This design comes from an exercise in tuning for small area, a short achievable clock period and few clock cycles on the open sky130 flow, not from production work.
Function was checked by simulation only, so behaviour that the tests miss may differ from the original.
No activity file was given, so power comes from the tool's default toggle rates.

## flow/design.v

```verilog
`timescale 1ns/1ps
package rv32i_core_pkg;
  localparam int unsigned XLEN = 32;
  typedef enum logic [4:0] {
    ALU_OP_ADD   = 5'd0,
    ALU_OP_SUB   = 5'd1,
    ALU_OP_AND   = 5'd2,
    ALU_OP_OR    = 5'd3,
    ALU_OP_XOR   = 5'd4,
    ALU_OP_SLL   = 5'd5,
    ALU_OP_SRL   = 5'd6,
    ALU_OP_SRA   = 5'd7,
    ALU_OP_SLT   = 5'd8,
    ALU_OP_SLTU  = 5'd9,
    ALU_OP_PASS_B= 5'd10
  } alu_op_e;
  typedef enum logic [2:0] {
    IMM_NONE = 3'd0,
    IMM_I    = 3'd1,
    IMM_S    = 3'd2,
    IMM_B    = 3'd3,
    IMM_U    = 3'd4,
    IMM_J    = 3'd5
  } imm_type_e;
  typedef enum logic [1:0] {
    OP_A_RS1  = 2'b00,
    OP_A_PC   = 2'b01,
    OP_A_ZERO = 2'b10
  } op_a_sel_e;
  typedef enum logic [1:0] {
    OP_B_RS2    = 2'b00,
    OP_B_IMM    = 2'b01,
    OP_B_CONST4 = 2'b10,
    OP_B_ZERO   = 2'b11
  } op_b_sel_e;
  typedef enum logic [2:0] {
    BR_NONE = 3'd0,
    BR_EQ   = 3'd1,
    BR_NE   = 3'd2,
    BR_LT   = 3'd3,
    BR_GE   = 3'd4,
    BR_LTU  = 3'd5,
    BR_GEU  = 3'd6
  } branch_type_e;
  typedef enum logic [1:0] {
    MEM_SIZE_BYTE = 2'b00,
    MEM_SIZE_HALF = 2'b01,
    MEM_SIZE_WORD = 2'b10
  } mem_size_e;
  typedef enum logic [1:0] {
    WB_FROM_ALU = 2'b00,
    WB_FROM_MEM = 2'b01,
    WB_FROM_PC4 = 2'b10,
    WB_FROM_NONE= 2'b11
  } wb_sel_e;
  typedef struct packed {
    logic [31:0] pc;
    logic [31:0] instr;
  } if_id_payload_t;
  typedef struct packed {
    logic [31:0] pc;
    logic [31:0] pc_plus4;
    logic [31:0] instr;
    logic [31:0] imm;
    logic [31:0] rs1_data;
    logic [31:0] rs2_data;
    logic [4:0]  rs1_addr;
    logic [4:0]  rs2_addr;
    logic [4:0]  rd_addr;
    op_a_sel_e   op_a_sel;
    op_b_sel_e   op_b_sel;
    alu_op_e     alu_op;
    wb_sel_e     wb_sel;
    branch_type_e branch_type;
    logic        branch;
    logic        jump;
    logic        jalr;
    logic        mem_read;
    logic        mem_write;
    mem_size_e   mem_size;
    logic        mem_unsigned;
    logic        reg_write;
  } id_ex_payload_t;
  typedef struct packed {
    logic [31:0] pc;
    logic [31:0] pc_plus4;
    logic [31:0] alu_result;
    logic [31:0] rs2_data;
    logic [4:0]  rd_addr;
    wb_sel_e     wb_sel;
    logic        mem_read;
    logic        mem_write;
    mem_size_e   mem_size;
    logic        mem_unsigned;
    logic        reg_write;
    branch_type_e branch_type;
    logic        branch;
    logic        jump;
    logic        jalr;
  } ex_mem_payload_t;
  typedef struct packed {
    logic [31:0] pc;
    logic [31:0] pc_plus4;
    logic [31:0] alu_result;
    logic [31:0] mem_rdata;
    logic [4:0]  rd_addr;
    wb_sel_e     wb_sel;
    logic        reg_write;
  } mem_wb_payload_t;
  typedef struct packed {
    logic        valid;
    logic [4:0]  rd;
    logic [4:0]  rs1;
    logic [4:0]  rs2;
    op_a_sel_e   op_a_sel;
    op_b_sel_e   op_b_sel;
    alu_op_e     alu_op;
    imm_type_e   imm_type;
    wb_sel_e     wb_sel;
    branch_type_e branch_type;
    logic        branch;
    logic        jump;
    logic        jalr;
    logic        mem_read;
    logic        mem_write;
    mem_size_e   mem_size;
    logic        mem_unsigned;
    logic        reg_write;
  } decode_ctrl_t;
  function automatic logic [3:0] mem_size_to_be(input mem_size_e size, input logic [1:0] addr);
    logic [3:0] be;
    case (size)
      rv32i_core_pkg::MEM_SIZE_BYTE: be = 4'b0001 << addr;
      rv32i_core_pkg::MEM_SIZE_HALF: be = addr[1] ? 4'b1100 : 4'b0011;
      default:       be = 4'b1111;
    endcase
    mem_size_to_be = be;
  endfunction
endpackage
`timescale 1ns/1ps
module rv32i_alu #(
  parameter int unsigned XLEN_P = rv32i_core_pkg::XLEN
) (
  input  logic [XLEN_P-1:0] operand_a_i,
  input  logic [XLEN_P-1:0] operand_b_i,
  input  rv32i_core_pkg::alu_op_e           op_i,
  output logic [XLEN_P-1:0] result_o,
  output logic              cmp_eq_o,
  output logic              cmp_lt_o,
  output logic              cmp_ltu_o,
  output logic              result_ready_o,
  output logic              cmp_ready_o
);
  localparam int unsigned SHIFT_WIDTH_P = (XLEN_P > 1) ? $clog2(XLEN_P) : 1;
  logic [SHIFT_WIDTH_P-1:0] shamt;
  logic [XLEN_P-1:0]        add_result;
  logic [XLEN_P-1:0]        sub_result;
  logic [XLEN_P-1:0]        shift_left;
  logic [XLEN_P-1:0]        shift_right_logical;
  logic [XLEN_P-1:0]        shift_right_arith;
  logic [XLEN_P-1:0]        result;
  logic                     cmp_eq;
  logic                     cmp_lt_signed;
  logic                     cmp_lt_unsigned;
  assign shamt               = operand_b_i[SHIFT_WIDTH_P-1:0];
  assign add_result          = operand_a_i + operand_b_i;
  assign sub_result          = operand_a_i - operand_b_i;
  assign shift_left          = operand_a_i << shamt;
  assign shift_right_logical = operand_a_i >> shamt;
  assign shift_right_arith   = $signed(operand_a_i) >>> shamt;
  assign cmp_eq          = (operand_a_i == operand_b_i);
  assign cmp_lt_signed   = ($signed(operand_a_i) < $signed(operand_b_i));
  assign cmp_lt_unsigned = (operand_a_i < operand_b_i);
  always_comb begin
    result = '0;
    unique case (op_i)
      rv32i_core_pkg::ALU_OP_ADD:    result = add_result;
      rv32i_core_pkg::ALU_OP_SUB:    result = sub_result;
      rv32i_core_pkg::ALU_OP_AND:    result = operand_a_i & operand_b_i;
      rv32i_core_pkg::ALU_OP_OR:     result = operand_a_i | operand_b_i;
      rv32i_core_pkg::ALU_OP_XOR:    result = operand_a_i ^ operand_b_i;
      rv32i_core_pkg::ALU_OP_SLL:    result = shift_left;
      rv32i_core_pkg::ALU_OP_SRL:    result = shift_right_logical;
      rv32i_core_pkg::ALU_OP_SRA:    result = shift_right_arith;
      rv32i_core_pkg::ALU_OP_SLT:    result = {{(XLEN_P-1){1'b0}}, cmp_lt_signed};
      rv32i_core_pkg::ALU_OP_SLTU:   result = {{(XLEN_P-1){1'b0}}, cmp_lt_unsigned};
      rv32i_core_pkg::ALU_OP_PASS_B: result = operand_b_i;
      default:       result = '0;
    endcase
  end
  assign result_o     = result;
  assign cmp_eq_o     = cmp_eq;
  assign cmp_lt_o     = cmp_lt_signed;
  assign cmp_ltu_o    = cmp_lt_unsigned;
  assign result_ready_o = 1'b1;
  assign cmp_ready_o    = 1'b1;
endmodule
`timescale 1ns/1ps
module rv32i_imm_gen #(
  parameter int unsigned XLEN_P = rv32i_core_pkg::XLEN
) (
  input  logic [31:0] instr_i,
  input  rv32i_core_pkg::imm_type_e   imm_type_i,
  output logic [XLEN_P-1:0] imm_o
);
  logic [XLEN_P-1:0] imm_value;
  initial begin
    if (XLEN_P != 32) begin
      $fatal(1, "[rv32i_imm_gen] Only rv32i_core_pkg::XLEN=32 is supported in this implementation (got %0d)", XLEN_P);
    end
  end
  always_comb begin
    unique case (imm_type_i)
      rv32i_core_pkg::IMM_I: imm_value = {{20{instr_i[31]}}, instr_i[31:20]};
      rv32i_core_pkg::IMM_S: imm_value = {{20{instr_i[31]}}, instr_i[31:25], instr_i[11:7]};
      rv32i_core_pkg::IMM_B: imm_value = {{19{instr_i[31]}}, instr_i[31], instr_i[7],
                          instr_i[30:25], instr_i[11:8], 1'b0};
      rv32i_core_pkg::IMM_U: imm_value = {instr_i[31:12], 12'b0};
      rv32i_core_pkg::IMM_J: imm_value = {{11{instr_i[31]}}, instr_i[31], instr_i[19:12],
                          instr_i[20], instr_i[30:21], 1'b0};
      default: imm_value = '0;
    endcase
  end
  assign imm_o = imm_value;
endmodule
`timescale 1ns/1ps
module rv32i_decoder (
  input  logic [31:0]  instr_i,
  output rv32i_core_pkg::decode_ctrl_t ctrl_o,
  output logic         illegal_o
);
  logic [6:0] opcode;
  logic [2:0] funct3;
  logic [6:0] funct7;
  logic [4:0] rd;
  logic [4:0] rs1;
  logic [4:0] rs2;
  rv32i_core_pkg::decode_ctrl_t ctrl;
  logic         illegal;
  assign opcode = instr_i[6:0];
  assign funct3 = instr_i[14:12];
  assign funct7 = instr_i[31:25];
  assign rd     = instr_i[11:7];
  assign rs1    = instr_i[19:15];
  assign rs2    = instr_i[24:20];
  always_comb begin
    ctrl = '0;
    ctrl.valid = 1'b0;
    ctrl.rd = 5'd0;
    ctrl.rs1 = 5'd0;
    ctrl.rs2 = 5'd0;
    ctrl.op_a_sel = rv32i_core_pkg::OP_A_ZERO;
    ctrl.op_b_sel = rv32i_core_pkg::OP_B_ZERO;
    ctrl.alu_op = rv32i_core_pkg::ALU_OP_ADD;
    ctrl.imm_type = rv32i_core_pkg::IMM_NONE;
    ctrl.wb_sel = rv32i_core_pkg::WB_FROM_ALU;
    ctrl.branch_type = rv32i_core_pkg::BR_NONE;
    ctrl.branch = 1'b0;
    ctrl.jump = 1'b0;
    ctrl.jalr = 1'b0;
    ctrl.mem_read = 1'b0;
    ctrl.mem_write = 1'b0;
    ctrl.mem_size = rv32i_core_pkg::MEM_SIZE_WORD;
    ctrl.mem_unsigned = 1'b0;
    ctrl.reg_write = 1'b0;
    illegal = 1'b0;
    unique case (opcode)
      7'b0110111: begin  
        ctrl.valid        = 1'b1;
        ctrl.rd           = rd;
        ctrl.alu_op       = rv32i_core_pkg::ALU_OP_PASS_B;
        ctrl.op_a_sel     = rv32i_core_pkg::OP_A_ZERO;
        ctrl.op_b_sel     = rv32i_core_pkg::OP_B_IMM;
        ctrl.imm_type     = rv32i_core_pkg::IMM_U;
        ctrl.wb_sel       = rv32i_core_pkg::WB_FROM_ALU;
        ctrl.reg_write    = 1'b1;
      end
      7'b0010111: begin  
        ctrl.valid        = 1'b1;
        ctrl.rd           = rd;
        ctrl.op_a_sel     = rv32i_core_pkg::OP_A_PC;
        ctrl.op_b_sel     = rv32i_core_pkg::OP_B_IMM;
        ctrl.alu_op       = rv32i_core_pkg::ALU_OP_ADD;
        ctrl.imm_type     = rv32i_core_pkg::IMM_U;
        ctrl.wb_sel       = rv32i_core_pkg::WB_FROM_ALU;
        ctrl.reg_write    = 1'b1;
      end
      7'b1101111: begin  
        ctrl.valid        = 1'b1;
        ctrl.rd           = rd;
        ctrl.op_a_sel     = rv32i_core_pkg::OP_A_PC;
        ctrl.op_b_sel     = rv32i_core_pkg::OP_B_IMM;
        ctrl.alu_op       = rv32i_core_pkg::ALU_OP_ADD;
        ctrl.imm_type     = rv32i_core_pkg::IMM_J;
        ctrl.jump         = 1'b1;
        ctrl.wb_sel       = rv32i_core_pkg::WB_FROM_PC4;
        ctrl.reg_write    = 1'b1;
      end
      7'b1100111: begin  
        ctrl.valid        = 1'b1;
        ctrl.rd           = rd;
        ctrl.rs1          = rs1;
        ctrl.op_a_sel     = rv32i_core_pkg::OP_A_RS1;
        ctrl.op_b_sel     = rv32i_core_pkg::OP_B_IMM;
        ctrl.alu_op       = rv32i_core_pkg::ALU_OP_ADD;
        ctrl.imm_type     = rv32i_core_pkg::IMM_I;
        ctrl.jump         = 1'b1;
        ctrl.jalr         = 1'b1;
        ctrl.wb_sel       = rv32i_core_pkg::WB_FROM_PC4;
        ctrl.reg_write    = 1'b1;
      end
      7'b1100011: begin  
        ctrl.valid     = 1'b1;
        ctrl.rs1       = rs1;
        ctrl.rs2       = rs2;
        ctrl.op_a_sel  = rv32i_core_pkg::OP_A_PC;
        ctrl.op_b_sel  = rv32i_core_pkg::OP_B_IMM;
        ctrl.alu_op    = rv32i_core_pkg::ALU_OP_ADD;
        ctrl.imm_type  = rv32i_core_pkg::IMM_B;
        ctrl.branch    = 1'b1;
        unique case (funct3)
          3'b000: ctrl.branch_type = rv32i_core_pkg::BR_EQ;
          3'b001: ctrl.branch_type = rv32i_core_pkg::BR_NE;
          3'b100: ctrl.branch_type = rv32i_core_pkg::BR_LT;
          3'b101: ctrl.branch_type = rv32i_core_pkg::BR_GE;
          3'b110: ctrl.branch_type = rv32i_core_pkg::BR_LTU;
          3'b111: ctrl.branch_type = rv32i_core_pkg::BR_GEU;
          default: begin
            ctrl.valid  = 1'b0;
            illegal     = 1'b1;
          end
        endcase
      end
      7'b0000011: begin  
        ctrl.valid        = 1'b1;
        ctrl.rd           = rd;
        ctrl.rs1          = rs1;
        ctrl.op_a_sel     = rv32i_core_pkg::OP_A_RS1;
        ctrl.op_b_sel     = rv32i_core_pkg::OP_B_IMM;
        ctrl.alu_op       = rv32i_core_pkg::ALU_OP_ADD;
        ctrl.imm_type     = rv32i_core_pkg::IMM_I;
        ctrl.mem_read     = 1'b1;
        ctrl.wb_sel       = rv32i_core_pkg::WB_FROM_MEM;
        ctrl.reg_write    = 1'b1;
        unique case (funct3)
          3'b000: begin ctrl.mem_size = rv32i_core_pkg::MEM_SIZE_BYTE; ctrl.mem_unsigned = 1'b0; end  
          3'b001: begin ctrl.mem_size = rv32i_core_pkg::MEM_SIZE_HALF; ctrl.mem_unsigned = 1'b0; end  
          3'b010: begin ctrl.mem_size = rv32i_core_pkg::MEM_SIZE_WORD; ctrl.mem_unsigned = 1'b0; end  
          3'b100: begin ctrl.mem_size = rv32i_core_pkg::MEM_SIZE_BYTE; ctrl.mem_unsigned = 1'b1; end  
          3'b101: begin ctrl.mem_size = rv32i_core_pkg::MEM_SIZE_HALF; ctrl.mem_unsigned = 1'b1; end  
          default: begin
            ctrl.valid  = 1'b0;
            illegal     = 1'b1;
          end
        endcase
      end
      7'b0100011: begin  
        ctrl.valid        = 1'b1;
        ctrl.rs1          = rs1;
        ctrl.rs2          = rs2;
        ctrl.op_a_sel     = rv32i_core_pkg::OP_A_RS1;
        ctrl.op_b_sel     = rv32i_core_pkg::OP_B_IMM;
        ctrl.alu_op       = rv32i_core_pkg::ALU_OP_ADD;
        ctrl.imm_type     = rv32i_core_pkg::IMM_S;
        ctrl.mem_write    = 1'b1;
        ctrl.wb_sel       = rv32i_core_pkg::WB_FROM_NONE;
        unique case (funct3)
          3'b000: ctrl.mem_size = rv32i_core_pkg::MEM_SIZE_BYTE;  
          3'b001: ctrl.mem_size = rv32i_core_pkg::MEM_SIZE_HALF;  
          3'b010: ctrl.mem_size = rv32i_core_pkg::MEM_SIZE_WORD;  
          default: begin
            ctrl.valid  = 1'b0;
            illegal     = 1'b1;
          end
        endcase
      end
      7'b0010011: begin  
        ctrl.valid        = 1'b1;
        ctrl.rd           = rd;
        ctrl.rs1          = rs1;
        ctrl.op_a_sel     = rv32i_core_pkg::OP_A_RS1;
        ctrl.op_b_sel     = rv32i_core_pkg::OP_B_IMM;
        ctrl.imm_type     = rv32i_core_pkg::IMM_I;
        ctrl.wb_sel       = rv32i_core_pkg::WB_FROM_ALU;
        ctrl.reg_write    = 1'b1;
        unique case (funct3)
          3'b000: ctrl.alu_op = rv32i_core_pkg::ALU_OP_ADD;   
          3'b010: ctrl.alu_op = rv32i_core_pkg::ALU_OP_SLT;   
          3'b011: ctrl.alu_op = rv32i_core_pkg::ALU_OP_SLTU;  
          3'b100: ctrl.alu_op = rv32i_core_pkg::ALU_OP_XOR;   
          3'b110: ctrl.alu_op = rv32i_core_pkg::ALU_OP_OR;    
          3'b111: ctrl.alu_op = rv32i_core_pkg::ALU_OP_AND;   
          3'b001: begin  
            if (funct7 == 7'b0000000) begin
              ctrl.alu_op = rv32i_core_pkg::ALU_OP_SLL;
            end else begin
              ctrl.valid  = 1'b0;
              illegal     = 1'b1;
            end
          end
          3'b101: begin
            if (funct7 == 7'b0000000) begin
              ctrl.alu_op = rv32i_core_pkg::ALU_OP_SRL;  
            end else if (funct7 == 7'b0100000) begin
              ctrl.alu_op = rv32i_core_pkg::ALU_OP_SRA;  
            end else begin
              ctrl.valid  = 1'b0;
              illegal     = 1'b1;
            end
          end
          default: begin
            ctrl.valid  = 1'b0;
            illegal     = 1'b1;
          end
        endcase
      end
      7'b0110011: begin  
        ctrl.valid        = 1'b1;
        ctrl.rd           = rd;
        ctrl.rs1          = rs1;
        ctrl.rs2          = rs2;
        ctrl.op_a_sel     = rv32i_core_pkg::OP_A_RS1;
        ctrl.op_b_sel     = rv32i_core_pkg::OP_B_RS2;
        ctrl.imm_type     = rv32i_core_pkg::IMM_NONE;
        ctrl.wb_sel       = rv32i_core_pkg::WB_FROM_ALU;
        ctrl.reg_write    = 1'b1;
        unique case ({funct7, funct3})
          {7'b0000000,3'b000}: ctrl.alu_op = rv32i_core_pkg::ALU_OP_ADD;
          {7'b0100000,3'b000}: ctrl.alu_op = rv32i_core_pkg::ALU_OP_SUB;
          {7'b0000000,3'b001}: ctrl.alu_op = rv32i_core_pkg::ALU_OP_SLL;
          {7'b0000000,3'b010}: ctrl.alu_op = rv32i_core_pkg::ALU_OP_SLT;
          {7'b0000000,3'b011}: ctrl.alu_op = rv32i_core_pkg::ALU_OP_SLTU;
          {7'b0000000,3'b100}: ctrl.alu_op = rv32i_core_pkg::ALU_OP_XOR;
          {7'b0000000,3'b101}: ctrl.alu_op = rv32i_core_pkg::ALU_OP_SRL;
          {7'b0100000,3'b101}: ctrl.alu_op = rv32i_core_pkg::ALU_OP_SRA;
          {7'b0000000,3'b110}: ctrl.alu_op = rv32i_core_pkg::ALU_OP_OR;
          {7'b0000000,3'b111}: ctrl.alu_op = rv32i_core_pkg::ALU_OP_AND;
          default: begin
            ctrl.valid  = 1'b0;
            illegal     = 1'b1;
          end
        endcase
      end
      7'b0001111: begin  
        ctrl.valid        = 1'b1;
        ctrl.rd           = rd;
        ctrl.rs1          = rs1;
        ctrl.reg_write    = 1'b0;
      end
      default: begin
        ctrl.valid  = 1'b0;
        illegal     = 1'b1;
      end
    endcase
  end
  assign ctrl_o    = ctrl;
  assign illegal_o = illegal;
endmodule
`timescale 1ns/1ps
module rv32i_register_file #(
  parameter int unsigned XLEN_P       = rv32i_core_pkg::XLEN,
  parameter int unsigned DEPTH_P      = 32,
  parameter int unsigned ADDR_WIDTH_P = (DEPTH_P > 1) ? $clog2(DEPTH_P) : 1
) (
  input  logic                     clk_i,
  input  logic                     rst_ni,
  input  logic [ADDR_WIDTH_P-1:0]  rs1_addr_i,
  input  logic [ADDR_WIDTH_P-1:0]  rs2_addr_i,
  output logic [XLEN_P-1:0]        rs1_data_o,
  output logic [XLEN_P-1:0]        rs2_data_o,
  input  logic                     rd_we_i,
  input  logic [ADDR_WIDTH_P-1:0]  rd_addr_i,
  input  logic [XLEN_P-1:0]        rd_wdata_i
);
  localparam int unsigned ZERO_REG_INDEX = 0;
  logic [XLEN_P-1:0] regs_q [0:DEPTH_P-1];
  logic [XLEN_P-1:0] rs1_raw;
  logic [XLEN_P-1:0] rs2_raw;
  logic              rs1_addr_in_range;
  logic              rs2_addr_in_range;
  logic              rd_addr_in_range;
  integer idx;
  initial begin
    if (DEPTH_P < 1) begin
      $fatal(1, "[rv32i_register_file] DEPTH_P must be at least 1 (got %0d)", DEPTH_P);
    end
    if (ZERO_REG_INDEX >= DEPTH_P) begin
      $fatal(1, "[rv32i_register_file] ZERO register index %0d outside DEPTH %0d",
             ZERO_REG_INDEX, DEPTH_P);
    end
    if (ADDR_WIDTH_P < $clog2(DEPTH_P)) begin
      $fatal(1, "[rv32i_register_file] ADDR_WIDTH_P (%0d) insufficient for DEPTH_P (%0d)",
             ADDR_WIDTH_P, DEPTH_P);
    end
  end
  assign rs1_addr_in_range = (rs1_addr_i < DEPTH_P);
  assign rs2_addr_in_range = (rs2_addr_i < DEPTH_P);
  assign rd_addr_in_range  = (rd_addr_i  < DEPTH_P);
  always_ff @(posedge clk_i or negedge rst_ni) begin
    if (!rst_ni) begin
      for (idx = 0; idx < DEPTH_P; idx++) begin
        regs_q[idx] <= '0;
      end
    end else begin
      if (rd_we_i && (rd_addr_i != ZERO_REG_INDEX) && rd_addr_in_range) begin
        regs_q[rd_addr_i] <= rd_wdata_i;
      end
      regs_q[ZERO_REG_INDEX] <= '0;
    end
  end
  assign rs1_raw = (rs1_addr_i == ZERO_REG_INDEX) ? '0 :
                   (rs1_addr_in_range ? regs_q[rs1_addr_i] : '0);
  assign rs2_raw = (rs2_addr_i == ZERO_REG_INDEX) ? '0 :
                   (rs2_addr_in_range ? regs_q[rs2_addr_i] : '0);
  assign rs1_data_o = (rd_we_i && (rd_addr_i == rs1_addr_i) &&
                       (rd_addr_i != ZERO_REG_INDEX) && rd_addr_in_range)
                      ? rd_wdata_i : rs1_raw;
  assign rs2_data_o = (rd_we_i && (rd_addr_i == rs2_addr_i) &&
                       (rd_addr_i != ZERO_REG_INDEX) && rd_addr_in_range)
                      ? rd_wdata_i : rs2_raw;
endmodule
`timescale 1ns/1ps
module rv32i_pipeline_reg #(
  parameter int unsigned W = 1
) (
  input  logic         clk_i,
  input  logic         rst_ni,
  input  logic         hold_i,
  input  logic         flush_i,
  input  logic         valid_i,
  input  logic [W-1:0] data_i,
  output logic         valid_o,
  output logic [W-1:0] data_o
);
  always_ff @(posedge clk_i or negedge rst_ni) begin
    if (!rst_ni) begin
      valid_o <= 1'b0;
      data_o  <= '0;
    end else begin
      if (flush_i) begin
        valid_o <= 1'b0;
      end else if (!hold_i) begin
        valid_o <= valid_i;
        data_o  <= data_i;
      end
    end
  end
endmodule
`timescale 1ns/1ps
module rv32i_if_stage #(
  parameter logic [31:0] RESET_PC = 32'h0000_0000
) (
  input  logic        clk_i,
  input  logic        rst_ni,
  input  logic        stall_i,
  input  logic        flush_i,
  input  logic        redirect_i,
  input  logic [31:0] redirect_pc_i,
  output logic        instr_req_o,
  output logic [31:0] instr_addr_o,
  input  logic        instr_gnt_i,
  input  logic        instr_rvalid_i,
  input  logic [31:0] instr_rdata_i,
  output logic        fetch_valid_o,
  output logic [31:0] fetch_pc_o,
  output logic [31:0] fetch_instr_o,
  input  logic        fetch_ready_i
);
  logic [31:0] pc_q;
  logic [31:0] issue_pc_q;
  logic        outstanding_q;
  logic        buffer_valid_q;
  logic [31:0] buffer_pc_q;
  logic [31:0] buffer_instr_q;
  logic        drop_response_q;
  logic        request_ok;
  logic        advance_pc;
  assign instr_addr_o = pc_q;
  assign request_ok = !stall_i && !redirect_i && !buffer_valid_q && !outstanding_q;
  assign instr_req_o = request_ok;
  assign fetch_valid_o = buffer_valid_q;
  assign fetch_pc_o    = buffer_pc_q;
  assign fetch_instr_o = buffer_instr_q;
  assign advance_pc = (buffer_valid_q && fetch_ready_i && !stall_i && !redirect_i);
  always_ff @(posedge clk_i or negedge rst_ni) begin
    if (!rst_ni) begin
      pc_q           <= RESET_PC;
      outstanding_q  <= 1'b0;
      issue_pc_q     <= RESET_PC;
      buffer_valid_q <= 1'b0;
      buffer_pc_q    <= RESET_PC;
      buffer_instr_q <= 32'h00000013;  
      drop_response_q<= 1'b0;
    end else begin
      if (redirect_i) begin
        pc_q <= redirect_pc_i;
      end else if (advance_pc) begin
        pc_q <= pc_q + 32'd4;
      end
      if (request_ok && instr_gnt_i) begin
        outstanding_q <= 1'b1;
        issue_pc_q    <= pc_q;
      end
      if (instr_rvalid_i) begin
        outstanding_q <= 1'b0;
        if (drop_response_q) begin
          drop_response_q <= 1'b0;
        end else begin
          buffer_valid_q <= 1'b1;
          buffer_pc_q    <= issue_pc_q;
          buffer_instr_q <= instr_rdata_i;
        end
      end
      if (flush_i) begin
        buffer_valid_q <= 1'b0;
        if (outstanding_q) begin
          drop_response_q <= 1'b1;
        end
      end
      if (redirect_i) begin
        buffer_valid_q <= 1'b0;
        if (outstanding_q) begin
          drop_response_q <= 1'b1;
        end
      end
      if (buffer_valid_q && fetch_ready_i) begin
        buffer_valid_q <= 1'b0;
      end
      if (!outstanding_q && !drop_response_q && !buffer_valid_q && redirect_i) begin
        drop_response_q <= 1'b0;
      end
    end
  end
endmodule
`timescale 1ns/1ps
module rv32i_id_stage (
  input  logic            if_valid_i,
  input  rv32i_core_pkg::if_id_payload_t  if_payload_i,
  output logic            id_valid_o,
  output rv32i_core_pkg::id_ex_payload_t  id_payload_o,
  output logic [4:0]      rf_rs1_addr_o,
  output logic [4:0]      rf_rs2_addr_o,
  input  logic [31:0]     rf_rs1_data_i,
  input  logic [31:0]     rf_rs2_data_i
);
  rv32i_core_pkg::decode_ctrl_t decode_ctrl;
  logic         illegal_instr;
  logic [31:0]  imm_value;
  rv32i_decoder decoder_i (
    .instr_i   (if_payload_i.instr),
    .ctrl_o    (decode_ctrl),
    .illegal_o (illegal_instr)
  );
  rv32i_imm_gen imm_gen_i (
    .instr_i    (if_payload_i.instr),
    .imm_type_i (decode_ctrl.imm_type),
    .imm_o      (imm_value)
  );
  assign rf_rs1_addr_o = decode_ctrl.rs1;
  assign rf_rs2_addr_o = decode_ctrl.rs2;
  always_comb begin
    id_payload_o = '0;
    id_valid_o   = if_valid_i && decode_ctrl.valid && !illegal_instr;
    if (id_valid_o) begin
      id_payload_o.pc          = if_payload_i.pc;
      id_payload_o.pc_plus4    = if_payload_i.pc + 32'd4;
      id_payload_o.instr       = if_payload_i.instr;
      id_payload_o.imm         = imm_value;
      id_payload_o.rs1_data    = rf_rs1_data_i;
      id_payload_o.rs2_data    = rf_rs2_data_i;
      id_payload_o.rs1_addr    = decode_ctrl.rs1;
      id_payload_o.rs2_addr    = decode_ctrl.rs2;
      id_payload_o.rd_addr     = decode_ctrl.rd;
      id_payload_o.op_a_sel    = decode_ctrl.op_a_sel;
      id_payload_o.op_b_sel    = decode_ctrl.op_b_sel;
      id_payload_o.alu_op      = decode_ctrl.alu_op;
      id_payload_o.wb_sel      = decode_ctrl.wb_sel;
      id_payload_o.branch_type = decode_ctrl.branch_type;
      id_payload_o.branch      = decode_ctrl.branch;
      id_payload_o.jump        = decode_ctrl.jump;
      id_payload_o.jalr        = decode_ctrl.jalr;
      id_payload_o.mem_read    = decode_ctrl.mem_read;
      id_payload_o.mem_write   = decode_ctrl.mem_write;
      id_payload_o.mem_size    = decode_ctrl.mem_size;
      id_payload_o.mem_unsigned= decode_ctrl.mem_unsigned;
      id_payload_o.reg_write   = decode_ctrl.reg_write;
    end
  end
endmodule
`timescale 1ns/1ps
module rv32i_ex_stage (
  input  logic            id_valid_i,
  input  rv32i_core_pkg::id_ex_payload_t  id_payload_i,
  output logic            ex_valid_o,
  output rv32i_core_pkg::ex_mem_payload_t ex_payload_o,
  output logic            branch_taken_o,
  output logic [31:0]     branch_target_o
);
  logic [31:0] operand_a;
  logic [31:0] operand_b;
  logic [31:0] alu_result;
  logic        cmp_eq;
  logic        cmp_lt;
  logic        cmp_ltu;
  logic        alu_result_ready;
  logic        alu_cmp_ready;
  logic [31:0] pc_plus_imm;
  logic [31:0] jalr_target;
  logic        branch_condition_met;
  logic        branch_taken;
  logic        br_eq;
  logic        br_lt;
  logic        br_ltu;
  always_comb begin
    unique case (id_payload_i.op_a_sel)
      rv32i_core_pkg::OP_A_RS1:  operand_a = id_payload_i.rs1_data;
      rv32i_core_pkg::OP_A_PC:   operand_a = id_payload_i.pc;
      default:   operand_a = 32'd0;
    endcase
    unique case (id_payload_i.op_b_sel)
      rv32i_core_pkg::OP_B_RS2:    operand_b = id_payload_i.rs2_data;
      rv32i_core_pkg::OP_B_IMM:    operand_b = id_payload_i.imm;
      rv32i_core_pkg::OP_B_CONST4: operand_b = 32'd4;
      default:     operand_b = 32'd0;
    endcase
  end
  rv32i_alu alu_i (
    .operand_a_i     (operand_a),
    .operand_b_i     (operand_b),
    .op_i            (id_payload_i.alu_op),
    .result_o        (alu_result),
    .cmp_eq_o        (cmp_eq),
    .cmp_lt_o        (cmp_lt),
    .cmp_ltu_o       (cmp_ltu),
    .result_ready_o  (alu_result_ready),
    .cmp_ready_o     (alu_cmp_ready)
  );
  assign pc_plus_imm = id_payload_i.pc + id_payload_i.imm;
  assign br_eq  = (id_payload_i.rs1_data == id_payload_i.rs2_data);
  assign br_lt  = ($signed(id_payload_i.rs1_data) < $signed(id_payload_i.rs2_data));
  assign br_ltu = (id_payload_i.rs1_data < id_payload_i.rs2_data);
  assign jalr_target = {alu_result[31:1], 1'b0};
  always_comb begin
    branch_condition_met = 1'b0;
    if (alu_cmp_ready) begin
      unique case (id_payload_i.branch_type)
        rv32i_core_pkg::BR_EQ:  branch_condition_met = br_eq;
        rv32i_core_pkg::BR_NE:  branch_condition_met = !br_eq;
        rv32i_core_pkg::BR_LT:  branch_condition_met = br_lt;
        rv32i_core_pkg::BR_GE:  branch_condition_met = !br_lt;
        rv32i_core_pkg::BR_LTU: branch_condition_met = br_ltu;
        rv32i_core_pkg::BR_GEU: branch_condition_met = !br_ltu;
        default: branch_condition_met = 1'b0;
      endcase
    end
  end
  assign branch_taken   = id_valid_i && ((id_payload_i.branch && branch_condition_met) || id_payload_i.jump);
  assign branch_target_o= id_payload_i.jalr ? jalr_target : pc_plus_imm;
  assign branch_taken_o = branch_taken;
  always_comb begin
    ex_payload_o = '0;
    ex_payload_o.pc           = id_payload_i.pc;
    ex_payload_o.pc_plus4     = id_payload_i.pc_plus4;
    ex_payload_o.alu_result   = alu_result;
    ex_payload_o.rs2_data     = id_payload_i.rs2_data;
    ex_payload_o.rd_addr      = id_payload_i.rd_addr;
    ex_payload_o.wb_sel       = id_payload_i.wb_sel;
    ex_payload_o.mem_read     = id_payload_i.mem_read;
    ex_payload_o.mem_write    = id_payload_i.mem_write;
    ex_payload_o.mem_size     = id_payload_i.mem_size;
    ex_payload_o.mem_unsigned = id_payload_i.mem_unsigned;
    ex_payload_o.reg_write    = id_payload_i.reg_write;
    ex_payload_o.branch_type  = id_payload_i.branch_type;
    ex_payload_o.branch       = id_payload_i.branch;
    ex_payload_o.jump         = id_payload_i.jump;
    ex_payload_o.jalr         = id_payload_i.jalr;
  end
  assign ex_valid_o = id_valid_i && alu_result_ready;
endmodule
`timescale 1ns/1ps
module rv32i_mem_stage (
  input  logic            clk_i,
  input  logic            rst_ni,
  input  logic            ex_valid_i,
  input  rv32i_core_pkg::ex_mem_payload_t ex_payload_i,
  output logic            ex_hold_o,
  output logic            data_req_o,
  output logic            data_we_o,
  output logic [3:0]      data_be_o,
  output logic [31:0]     data_addr_o,
  output logic [31:0]     data_wdata_o,
  input  logic            data_rvalid_i,
  input  logic [31:0]     data_rdata_i,
  output logic            mem_valid_o,
  output rv32i_core_pkg::mem_wb_payload_t mem_payload_o
);
  logic                    load_pending_q;
  rv32i_core_pkg::ex_mem_payload_t          pending_payload_q;
  logic [1:0]               pending_addr_offset_q;
  rv32i_core_pkg::mem_wb_payload_t          mem_payload_q;
  logic                     mem_valid_q;
  logic                     start_load;
  logic                     start_store;
  logic [1:0]               curr_addr_offset;
  logic [3:0]               curr_store_be;
  logic [31:0]              curr_store_data;
  assign start_load  = ex_valid_i && ex_payload_i.mem_read  && !load_pending_q;
  assign start_store = ex_valid_i && ex_payload_i.mem_write && !load_pending_q;
  assign curr_addr_offset = ex_payload_i.alu_result[1:0];
  always_comb begin
    curr_store_data = 32'h0000_0000;
    if (ex_payload_i.mem_write) begin
      unique case (ex_payload_i.mem_size)
        rv32i_core_pkg::MEM_SIZE_BYTE: curr_store_data = {{24{1'b0}}, ex_payload_i.rs2_data[7:0]} << {curr_addr_offset, 3'b000};
        rv32i_core_pkg::MEM_SIZE_HALF: curr_store_data = {{16{1'b0}}, ex_payload_i.rs2_data[15:0]} << {curr_addr_offset, 3'b000};
        default:       curr_store_data = ex_payload_i.rs2_data;
      endcase
    end
  end
  assign curr_store_be = start_store
      ? rv32i_core_pkg::mem_size_to_be(ex_payload_i.mem_size, curr_addr_offset)
      : 4'b0000;
  function automatic logic [31:0] extend_load_data(
    input rv32i_core_pkg::mem_size_e size,
    input logic      is_unsigned,
    input logic [31:0] data,
    input logic [1:0] offset
  );
    logic [31:0] shifted;
    logic [7:0]  byte_val;
    logic [15:0] half_val;
    logic [31:0] result;
    shifted  = data >> {offset, 3'b000};
    byte_val = shifted[7:0];
    half_val = shifted[15:0];
    unique case (size)
      rv32i_core_pkg::MEM_SIZE_BYTE: result = is_unsigned ? {24'h0, byte_val} : {{24{byte_val[7]}}, byte_val};
      rv32i_core_pkg::MEM_SIZE_HALF: result = is_unsigned ? {16'h0, half_val} : {{16{half_val[15]}}, half_val};
      default:       result = shifted;
    endcase
    extend_load_data = result;
  endfunction
  assign data_req_o   = start_load || start_store;
  assign data_we_o    = start_store;
  assign data_addr_o  = ex_payload_i.alu_result;
  assign data_be_o    = curr_store_be;
  assign data_wdata_o = curr_store_data;
  always_ff @(posedge clk_i or negedge rst_ni) begin
    if (!rst_ni) begin
      load_pending_q          <= 1'b0;
      pending_payload_q       <= '0;
      pending_addr_offset_q   <= 2'b00;
      mem_payload_q           <= '0;
      mem_valid_q             <= 1'b0;
    end else begin
      mem_valid_q <= 1'b0;
      if (load_pending_q) begin
        if (data_rvalid_i) begin
          load_pending_q        <= 1'b0;
          mem_valid_q           <= 1'b1;
          mem_payload_q.pc          <= pending_payload_q.pc;
          mem_payload_q.pc_plus4    <= pending_payload_q.pc_plus4;
          mem_payload_q.alu_result  <= pending_payload_q.alu_result;
          mem_payload_q.mem_rdata   <= extend_load_data(
                                         pending_payload_q.mem_size,
                                         pending_payload_q.mem_unsigned,
                                         data_rdata_i,
                                         pending_addr_offset_q
                                       );
          mem_payload_q.rd_addr     <= pending_payload_q.rd_addr;
          mem_payload_q.wb_sel      <= pending_payload_q.wb_sel;
          mem_payload_q.reg_write   <= pending_payload_q.reg_write;
        end
      end else if (ex_valid_i) begin
        if (ex_payload_i.mem_read) begin
          load_pending_q        <= 1'b1;
          pending_payload_q     <= ex_payload_i;
          pending_addr_offset_q <= curr_addr_offset;
        end else begin
          mem_valid_q           <= 1'b1;
          mem_payload_q.pc         <= ex_payload_i.pc;
          mem_payload_q.pc_plus4   <= ex_payload_i.pc_plus4;
          mem_payload_q.alu_result <= ex_payload_i.alu_result;
          mem_payload_q.mem_rdata  <= '0;
          mem_payload_q.rd_addr    <= ex_payload_i.rd_addr;
          mem_payload_q.wb_sel     <= ex_payload_i.wb_sel;
          mem_payload_q.reg_write  <= ex_payload_i.reg_write;
        end
      end
    end
  end
  assign ex_hold_o    = start_load || (load_pending_q && !data_rvalid_i);
  assign mem_valid_o  = mem_valid_q;
  assign mem_payload_o= mem_payload_q;
endmodule
`timescale 1ns/1ps
module rv32i_wb_stage (
  input  logic            mem_valid_i,
  input  rv32i_core_pkg::mem_wb_payload_t mem_payload_i,
  output logic            rd_we_o,
  output logic [4:0]      rd_addr_o,
  output logic [31:0]     rd_wdata_o
);
  logic [31:0] wb_data;
  always_comb begin
    unique case (mem_payload_i.wb_sel)
      rv32i_core_pkg::WB_FROM_MEM: wb_data = mem_payload_i.mem_rdata;
      rv32i_core_pkg::WB_FROM_PC4: wb_data = mem_payload_i.pc_plus4;
      default:     wb_data = mem_payload_i.alu_result;
    endcase
  end
  assign rd_we_o    = mem_valid_i && mem_payload_i.reg_write && (mem_payload_i.rd_addr != 5'd0);
  assign rd_addr_o  = mem_payload_i.rd_addr;
  assign rd_wdata_o = wb_data;
endmodule
`timescale 1ns/1ps
module rv32i_core #(
  parameter logic [31:0] RESET_VECTOR = 32'h0000_0000
) (
  input  logic        clk_i,
  input  logic        rst_ni,
  output logic        instr_req_o,
  input  logic        instr_gnt_i,
  input  logic        instr_rvalid_i,
  output logic [31:0] instr_addr_o,
  input  logic [31:0] instr_rdata_i,
  output logic        data_req_o,
  output logic        data_we_o,
  output logic [3:0]  data_be_o,
  output logic [31:0] data_addr_o,
  output logic [31:0] data_wdata_o,
  input  logic        data_rvalid_i,
  input  logic [31:0] data_rdata_i,
  input  logic        irq_timer_i,
  input  logic        irq_external_i,
  input  logic        irq_soft_i,
  input  logic        dbg_req_i,
  output logic        dbg_halted_o
);
  logic             if_fetch_valid;
  logic [31:0]      if_fetch_pc;
  logic [31:0]      if_fetch_instr;
  logic             instr_req;
  logic [31:0]      instr_addr;
  logic             if_id_valid;
  rv32i_core_pkg::if_id_payload_t   if_id_payload;
  logic             id_stage_valid;
  rv32i_core_pkg::id_ex_payload_t   id_stage_payload;
  logic [4:0]       id_rs1_addr;
  logic [4:0]       id_rs2_addr;
  logic [31:0]      rf_rs1_data;
  logic [31:0]      rf_rs2_data;
  logic             id_ex_valid;
  rv32i_core_pkg::id_ex_payload_t   id_ex_payload;
  logic             ex_stage_valid;
  rv32i_core_pkg::ex_mem_payload_t  ex_stage_payload;
  logic             branch_taken;
  logic [31:0]      branch_target;
  logic             ex_mem_valid;
  rv32i_core_pkg::ex_mem_payload_t  ex_mem_payload;
  logic             mem_stage_valid;
  rv32i_core_pkg::mem_wb_payload_t  mem_stage_payload;
  logic             ex_stage_hold;
  logic             data_req;
  logic             data_we;
  logic [3:0]       data_be;
  logic [31:0]      data_addr;
  logic [31:0]      data_wdata;
  logic             mem_wb_valid;
  rv32i_core_pkg::mem_wb_payload_t  mem_wb_payload;
  logic             wb_rd_we;
  logic [4:0]       wb_rd_addr;
  logic [31:0]      wb_rd_wdata;
  logic             pipeline_hold;
  logic             pipeline_flush_if;
  logic             pipeline_flush_id;
  logic             redirect;
  logic             id_hazard;
  logic             front_hold;
  rv32i_if_stage #(
    .RESET_PC (RESET_VECTOR)
  ) if_stage_i (
    .clk_i          (clk_i),
    .rst_ni         (rst_ni),
    .stall_i        (front_hold),
    .flush_i        (pipeline_flush_if),
    .redirect_i     (redirect),
    .redirect_pc_i  (branch_target),
    .instr_req_o    (instr_req),
    .instr_addr_o   (instr_addr),
    .instr_gnt_i    (instr_gnt_i),
    .instr_rvalid_i (instr_rvalid_i),
    .instr_rdata_i  (instr_rdata_i),
    .fetch_valid_o  (if_fetch_valid),
    .fetch_pc_o     (if_fetch_pc),
    .fetch_instr_o  (if_fetch_instr),
    .fetch_ready_i  (!front_hold)
  );
  rv32i_pipeline_reg #(
    .W(64)
  ) if_id_reg_i (
    .clk_i    (clk_i),
    .rst_ni   (rst_ni),
    .hold_i   (front_hold),
    .flush_i  (pipeline_flush_if),
    .valid_i  (if_fetch_valid),
    .data_i   ({if_fetch_pc, if_fetch_instr}),
    .valid_o  (if_id_valid),
    .data_o   (if_id_payload)
  );
  rv32i_id_stage id_stage_i (
    .if_valid_i    (if_id_valid),
    .if_payload_i  (if_id_payload),
    .id_valid_o    (id_stage_valid),
    .id_payload_o  (id_stage_payload),
    .rf_rs1_addr_o (id_rs1_addr),
    .rf_rs2_addr_o (id_rs2_addr),
    .rf_rs1_data_i (rf_rs1_data),
    .rf_rs2_data_i (rf_rs2_data)
  );
  rv32i_pipeline_reg #(
    .W(230)
  ) id_ex_reg_i (
    .clk_i    (clk_i),
    .rst_ni   (rst_ni),
    .hold_i   (pipeline_hold),
    .flush_i  (pipeline_flush_id),
    .valid_i  (id_stage_valid && !id_hazard),
    .data_i   (id_stage_payload),
    .valid_o  (id_ex_valid),
    .data_o   (id_ex_payload)
  );
  rv32i_ex_stage ex_stage_i (
    .id_valid_i      (id_ex_valid),
    .id_payload_i    (id_ex_payload),
    .ex_valid_o      (ex_stage_valid),
    .ex_payload_o    (ex_stage_payload),
    .branch_taken_o  (branch_taken),
    .branch_target_o (branch_target)
  );
  rv32i_pipeline_reg #(
    .W(147)
  ) ex_mem_reg_i (
    .clk_i    (clk_i),
    .rst_ni   (rst_ni),
    .hold_i   (ex_stage_hold),
    .flush_i  (1'b0),
    .valid_i  (ex_stage_valid),
    .data_i   (ex_stage_payload),
    .valid_o  (ex_mem_valid),
    .data_o   (ex_mem_payload)
  );
  rv32i_mem_stage mem_stage_i (
    .clk_i         (clk_i),
    .rst_ni        (rst_ni),
    .ex_valid_i    (ex_mem_valid),
    .ex_payload_i  (ex_mem_payload),
    .ex_hold_o     (ex_stage_hold),
    .data_req_o    (data_req),
    .data_we_o     (data_we),
    .data_be_o     (data_be),
    .data_addr_o   (data_addr),
    .data_wdata_o  (data_wdata),
    .data_rvalid_i (data_rvalid_i),
    .data_rdata_i  (data_rdata_i),
    .mem_valid_o   (mem_stage_valid),
    .mem_payload_o (mem_stage_payload)
  );
  rv32i_pipeline_reg #(
    .W(136)
  ) mem_wb_reg_i (
    .clk_i    (clk_i),
    .rst_ni   (rst_ni),
    .hold_i   (1'b0),
    .flush_i  (1'b0),
    .valid_i  (mem_stage_valid),
    .data_i   (mem_stage_payload),
    .valid_o  (mem_wb_valid),
    .data_o   (mem_wb_payload)
  );
  rv32i_wb_stage wb_stage_i (
    .mem_valid_i  (mem_wb_valid),
    .mem_payload_i(mem_wb_payload),
    .rd_we_o      (wb_rd_we),
    .rd_addr_o    (wb_rd_addr),
    .rd_wdata_o   (wb_rd_wdata)
  );
  rv32i_register_file rf_i (
    .clk_i       (clk_i),
    .rst_ni      (rst_ni),
    .rs1_addr_i  (id_rs1_addr),
    .rs2_addr_i  (id_rs2_addr),
    .rs1_data_o  (rf_rs1_data),
    .rs2_data_o  (rf_rs2_data),
    .rd_we_i     (wb_rd_we),
    .rd_addr_i   (wb_rd_addr),
    .rd_wdata_i  (wb_rd_wdata)
  );
  assign pipeline_hold     = ex_stage_hold;
  assign redirect          = branch_taken && !pipeline_hold;
  assign pipeline_flush_if = redirect;
  assign pipeline_flush_id = redirect;
  function automatic logic rd_match(input logic v, input logic we, input logic [4:0] rd,
                                    input logic [4:0] rs);
    rd_match = v && we && (rd != 5'd0) && (rd == rs);
  endfunction
  assign id_hazard = if_id_valid && (
      rd_match(id_ex_valid, id_ex_payload.reg_write, id_ex_payload.rd_addr, id_rs1_addr) ||
      rd_match(id_ex_valid, id_ex_payload.reg_write, id_ex_payload.rd_addr, id_rs2_addr) ||
      rd_match(ex_mem_valid, ex_mem_payload.reg_write, ex_mem_payload.rd_addr, id_rs1_addr) ||
      rd_match(ex_mem_valid, ex_mem_payload.reg_write, ex_mem_payload.rd_addr, id_rs2_addr) ||
      rd_match(mem_stage_valid, mem_stage_payload.reg_write, mem_stage_payload.rd_addr, id_rs1_addr) ||
      rd_match(mem_stage_valid, mem_stage_payload.reg_write, mem_stage_payload.rd_addr, id_rs2_addr));
  assign front_hold = pipeline_hold || id_hazard;
  assign instr_req_o   = instr_req;
  assign instr_addr_o  = instr_addr;
  assign data_req_o    = data_req;
  assign data_we_o     = data_we;
  assign data_be_o     = data_be;
  assign data_addr_o   = data_addr;
  assign data_wdata_o  = data_wdata;
  assign dbg_halted_o  = 1'b0;
endmodule
```

## flow/config.mk

```make
export PLATFORM = sky130hd
export DESIGN_NAME = rv32i_core
export DESIGN_NICKNAME = rv32i_core
export VERILOG_FILES = /design/flow/design.v
export SDC_FILE = /design/flow/constraint.sdc
export NUM_CORES = 4
export LEC_CHECK = 0
export CAP_MARGIN = 20
export CORE_MARGIN = 2
export CORE_UTILIZATION = 45
export PLACE_DENSITY = 0.6
export SLEW_MARGIN = 20
```

## flow/run.sh

```bash
#!/bin/bash
# synth_recipe.tcl (not shown) runs the flow's synth.tcl, then flattens the netlist and writes it again
# the make line also repeats each setting of config.mk as NAME=value (left out here)
make -C /OpenROAD-flow-scripts/flow DESIGN_CONFIG=/design/flow/config.mk WORK_HOME=/design/flow/orfs CLKGATE_MAP_FILE= SYNTH_SCRIPT=/design/flow/synth_recipe.tcl finish
```

## flow/constraint.sdc

```tcl
create_clock -name core_clock -period 8.0 [get_ports {clk_i}]
set_input_delay 1.6000 -clock core_clock [delete_from_list [all_inputs] [get_ports {clk_i}]]
set_output_delay 1.6000 -clock core_clock [all_outputs]
set_load 0.01 [all_outputs]
```

==> Flow_metrics.wiki <==
{| class="wikitable"
! Metric !! Value
|-
| Cts bufs inserted || between 150 and 200
|-
| Number of post-CTS setup repair buffers || 0
|-
| Vias per Instance || roughly 6.9
|-
| Number of enable flip-flop cells after synthesis || 0
|-
| CTS max path bufs || 3
|-
| Static leakage power || 44.3 nW
|-
| Avg Cell Area, Syn || 9.12 um^2
|-
| Critical Path Max Stage Delay || ~900 ps
|-
| Kind of end point of the critical path || output port
|-
| Root buffer selected by CTS || sky130_fd_sc_hd__clkbuf_16
|-
| Final design area excluding fillers || ~0.11 mm^2
|-
| Number of nets still failing antenna checks after routing || 0
|-
| #FFs+latches synth || between 1500 and 2000
|-
| Port Buffers || about 170
|-
| Worst hold-check path type || reg2reg
|-
| Startpoint of the worst setup timing path || if_id_reg_i.data_o[3]
|-
| Final worst-path setup slack || between 900 and 1000 ps
|-
| Worst hold stages || 0
|-
| Worst min-delay path startpoint || mem_stage_i.mem_payload_q[96]
|-
| Aggregate routed wire length || 475 mm
|-
| Total vias in the final route || 89800
|-
| CP top delay family || simple AND/OR/NAND/NOR gates
|-
| Placed Area || about 0.099 mm^2
|-
| Required @ worst endpoint || about 6400 ps
|-
| Final setup violation count || 0
|-
| Clock insertion delay at the later pin of the skew report || ~890 ps
|-
| Setup TNS Final || 0 ps
|-
| DRT Pass-1 Iters || 11
|-
| Slowest library cell on the worst path || sky130_fd_sc_hd__nor2_1
|-
| Final Util || 50.9%
|-
| Cts repair resizes || 0
|-
| Number of H-tree branching levels || 4
|-
| Cell with the most instances on the worst path || sky130_fd_sc_hd__nor2_1
|-
| Post-synthesis cell count || a little over 10000
|-
| Fraction of synthesis flops using an asynchronous set or reset pin || between 90% and 100%
|-
| Height of the chip || between 400 and 500 um
|-
| Number of antenna violations at the first check in global routing || 25
|-
| CP arrival || roughly 5400 ps
|-
| Setup Crit Path Kind || reg2out
|-
| Max transition margin || 11.7%
|-
| Largest net degree at the start of global routing || around 210
|-
| Slack of the worst reg-to-reg path || between 1500 and 2000 ps
|-
| Terminus of the critical flop-to-flop path || id_ex_reg_i.data_o[72]
|-
| Cell area after synthesis || 0.0937 mm^2
|-
| DR WL/cell || about 36 um
|-
| Wire length of the first global-routing pass || roughly 660 mm
|-
| Io pins || between 150 and 200
|-
| Initial DRC count || roughly 14000
|-
| Clock sink count || 1770
|-
| Leading cell types by total area after synthesis || sky130_fd_sc_hd__dfrtp_1, sky130_fd_sc_hd__nand2_1, sky130_fd_sc_hd__o21ai_0, sky130_fd_sc_hd__a22oi_1, sky130_fd_sc_hd__mux2i_1
|-
| Cell Rows || approximately 170
|-
| Routability congestion estimate || a little over 1
|-
| Power density of the placed cells || roughly 220 mW/mm^2
|-
| Total Nets Final || 10300
|-
| Hold Crit Endpoint || mem_wb_reg_i.data_o[96]
|-
| Overall fraction of global-route tracks in use || about 44%
|-
| Critical Path Start Type || flop
|-
| Reg-to-reg startpoint || if_id_reg_i.data_o[5]
|-
| Register area share after synthesis || 47.3%
|-
| Core area || 0.207 mm^2
|-
| Number of pins exceeding their max-slew limit in the final report || 0
|-
| Worst-case clock skew || about 52 ps
|-
| Max-cap violations || 0
|-
| Hold Fails Final Rpt || 0
|-
| Crit path cell chain || nand4bb_1 -> nor2_1 -> buf_4 -> nand2_1 -> xor2_1 -> a41o_1 -> nor2_1 -> a31oi_4 -> nor4_4 -> clkdlybuf4s50_1
|-
| Crit path max fanout || 15
|-
| Grt ovf || 0
|-
| Final HPWL DP || 317 mm
|-
| TritonCTS clock tree || yes
|-
| Effective utilization at floorplan || between 40% and 50%
|-
| Buffers plus inverters on the worst setup path || 2
|-
| Largest area contributor in the netlist || sky130_fd_sc_hd__dfrtp_1
|-
| Die Span X || roughly 460 um
|-
| Warnings, synthesis || 15
|-
| Synth cell types || between 100 and 150
|-
| RSZ-0062 raised after global routing || false
|-
| Number of cells traversed by the worst register-to-register path || 11
|-
| Worst setup slack after placement || between 1500 and 2000 ps
|-
| Portion of the clock cycle consumed by the worst path in the final layout || 87.7%
|-
| Main synth FF type || sky130_fd_sc_hd__dfrtp_1
|-
| Portion of synthesized cell area occupied by the leading cell type || 47.2%
|-
| Synthesized Nets || about 11000
|-
| Area of the die || between 0.2 and 0.25 mm^2
|-
| Outcome || complete, no violations
|-
| Via count of the first global-routing pass || between 80000 and 90000
|-
| Layout cell share with drive strength beyond 1 || a little over a tenth
|-
| Final critical path time including I/O delays and setup || 7020 ps
|-
| Hold Buf Count CTS || 0
|-
| Clock Pin Slew Worst Setup and Hold Paths || 60 ps
|-
| Drt drc || 0
|-
| Maximum frequency from static timing analysis || 0.142 GHz
|-
| Worst Tran Pin Value || about 1300 ps
|-
| IR Drop Worst-Case VDD || about 0.25 mV
|-
| Layout Area Growth over Synthesis || 12.4%
|}
==> per-stage QoR <==
step / hold WS (ps) / power, W / std cells
final: 363 / 0.0236 / 13000
after global placement: 357 / 0.0142 / 12700
after detailed placement: 359 / 0.0143 / 12700
after floorplan: 352 / 0.0123 / 10300
after CTS: 351 / 0.0235 / 13000
after global routing: 364 / 0.0243 / 13000
==> per-layer routing <==
metal  wire length (um)  GRT usage [%]  vias up
met2             199000           64.1     6718
met1             171000           53.0    43800
met5                225          0.344        -
met4              47600           35.0       16
li1                   -              -    37000
met3              56900           15.1     2260
==> state kept, by name, indices dropped and copies added, names as in the netlist <==
register                           count
if_stage_i.buffer_valid_q              1
mem_wb_reg_i.valid_o                   1
if_stage_i.buffer_pc_q                32
mem_stage_i.load_pending_q             1
mem_stage_i.mem_valid_q                1
ex_mem_reg_i.data_o                  109
mem_wb_reg_i.data_o                  104
id_ex_reg_i.valid_o                    1
if_stage_i.outstanding_q               1
mem_stage_i.pending_addr_offset_q      1
if_stage_i.issue_pc_q                 32
if_stage_i.pc_q                       32
if_id_reg_i.valid_o                    1
if_stage_i.drop_response_q             1
mem_stage_i.pending_payload_q         74
if_stage_i.buffer_instr_q             32
ex_mem_reg_i.valid_o                   1
rf_i.regs_q                          992
id_ex_reg_i.data_o                   185
if_id_reg_i.data_o                    64
mem_stage_i.mem_payload_q            104
==> synthesized netlist by cell type (33+ instances only) <==
| cell type | number |
|---|---|
| sky130_fd_sc_hd__nand2_1 | 1898 |
| sky130_fd_sc_hd__dfrtp_1 | 1767 |
| sky130_fd_sc_hd__o21ai_0 | 1422 |
| sky130_fd_sc_hd__clkbuf_1 | 665 |
| sky130_fd_sc_hd__a22oi_1 | 611 |
| sky130_fd_sc_hd__nor2_1 | 437 |
| sky130_fd_sc_hd__a21oi_1 | 388 |
| sky130_fd_sc_hd__mux2i_1 | 258 |
| sky130_fd_sc_hd__mux2_2 | 223 |
| sky130_fd_sc_hd__nand3_1 | 169 |
| sky130_fd_sc_hd__inv_1 | 165 |
| sky130_fd_sc_hd__ha_1 | 164 |
| sky130_fd_sc_hd__nor3_1 | 164 |
| sky130_fd_sc_hd__a221oi_1 | 159 |
| sky130_fd_sc_hd__a22o_1 | 125 |
| sky130_fd_sc_hd__nand4_1 | 124 |
| sky130_fd_sc_hd__o31ai_1 | 107 |
| sky130_fd_sc_hd__buf_2 | 101 |
| sky130_fd_sc_hd__buf_1 | 76 |
| sky130_fd_sc_hd__o22ai_1 | 75 |
| sky130_fd_sc_hd__a222oi_1 | 71 |
| sky130_fd_sc_hd__xnor2_1 | 67 |
| sky130_fd_sc_hd__a211oi_1 | 66 |
| sky130_fd_sc_hd__o211ai_1 | 65 |
| sky130_fd_sc_hd__nor2b_1 | 63 |
| sky130_fd_sc_hd__and3_1 | 53 |
| sky130_fd_sc_hd__buf_4 | 51 |
| sky130_fd_sc_hd__a31oi_1 | 47 |
| sky130_fd_sc_hd__a21o_1 | 39 |
| sky130_fd_sc_hd__nor4_1 | 38 |
| sky130_fd_sc_hd__nand2b_1 | 37 |
| sky130_fd_sc_hd__xor2_1 | 33 |
==> cell type report <==
class	count	area, um^2
clock inverters	61	836
flip-flops and latches	1770	44300
diodes	30	75.1
multi-input cells	7420	45800
well taps	2788	3490
repair buffers	522	4610
inverters	173	652
clock buffers	285	5670
fillers	19400	102000
==> worst max-delay path by stage <==
stage	cells past startpoint	endpoint	slack, ps
final	10	instr_req_o	980
after global routing	10	instr_req_o	790
after global placement	10	instr_req_o	1980
after detailed placement	10	instr_req_o	1950
after floorplan	7	instr_req_o	3510
after CTS	10	instr_req_o	1020
==> layout by cell type, fill, tap and decap left out, drive strengths merged, types with 65 or more instances in the layout <==
master,instances
nand2,1898
dfrtp,1767
o21ai,1432
a22oi,611
nor2,438
a21oi,391
buf,351
clkbuf,286
mux2i,259
mux2,254
inv,176
nor3,173
clkdlybuf4s50,170
nand3,169
ha,164
a221oi,159
a22o,125
nand4,124
o31ai,107
o22ai,75
a222oi,71
xnor2,67
a211oi,67
o211ai,65
==> where the power goes <==
part | switching [W] | internal (W) | total (W)
combinational | 0.00286 | 0.000871 | 0.00373
clock | 0.00394 | 0.00532 | 0.00927
sequential | 0.000850 | 0.00977 | 0.0106
total | 0.00765 | 0.0160 | 0.0236
==> worst reg2reg max path, cell delays in order (launching register included) <==
cell and delay (ps):
sky130_fd_sc_hd__dfrtp_1 870, sky130_fd_sc_hd__nor4bb_1 150, sky130_fd_sc_hd__a31o_1 360, sky130_fd_sc_hd__a21oi_4 160
sky130_fd_sc_hd__buf_4 560, sky130_fd_sc_hd__a2bb2oi_1 380, sky130_fd_sc_hd__a21oi_1 100, sky130_fd_sc_hd__a21oi_2 990
sky130_fd_sc_hd__nand2_2 1050, sky130_fd_sc_hd__a211oi_1 1350, sky130_fd_sc_hd__o21ai_0 280, sky130_fd_sc_hd__nand2_1 130
==> cell families after synthesis <==
group / after synthesis / share of synthesized area (%)
flip-flops: 1770 / 47.3
multiplexers: 525 / 6.11
adder cells (fa/ha/maj): 167 / 2.25
other: 1 / 0.00400
AO/OA/AOI/OAI: 3487 / 24.0
XOR/XNOR: 100 / 0.934
buffers and inverters: 1086 / 4.84
AND/OR/NAND/NOR: 3140 / 14.6
Testbench counts, summed over its fixed seeds: cycles 57,901.

## afterwards: timing with drivers on the ports
In the flow no input, the clock included, has a driving cell. The finished layout below was timed again as built, in two steps.
Step 1, drivers: a clkbuf_16 drives clk_i and a buf_2 each remaining input, both assumed.
Step 2 moves the port delays by t, midway between the first and last clock arrival at a register: inputs arrive t later, outputs are due t later. That takes back most of the time a late clock gives input paths.
Slacks: ideal ports / drivers / drivers and shift; pairs: ideal ports / drivers.
t, ns: 0.973
slack for setup (ns): 0.981 / 0.880 / 1.575
worst data-port slew with drivers (ns): 0.09
After both steps this run still meets setup and hold. The setup slack of this run moves by -0.101 ns with the drivers and by +0.594 ns with both steps.
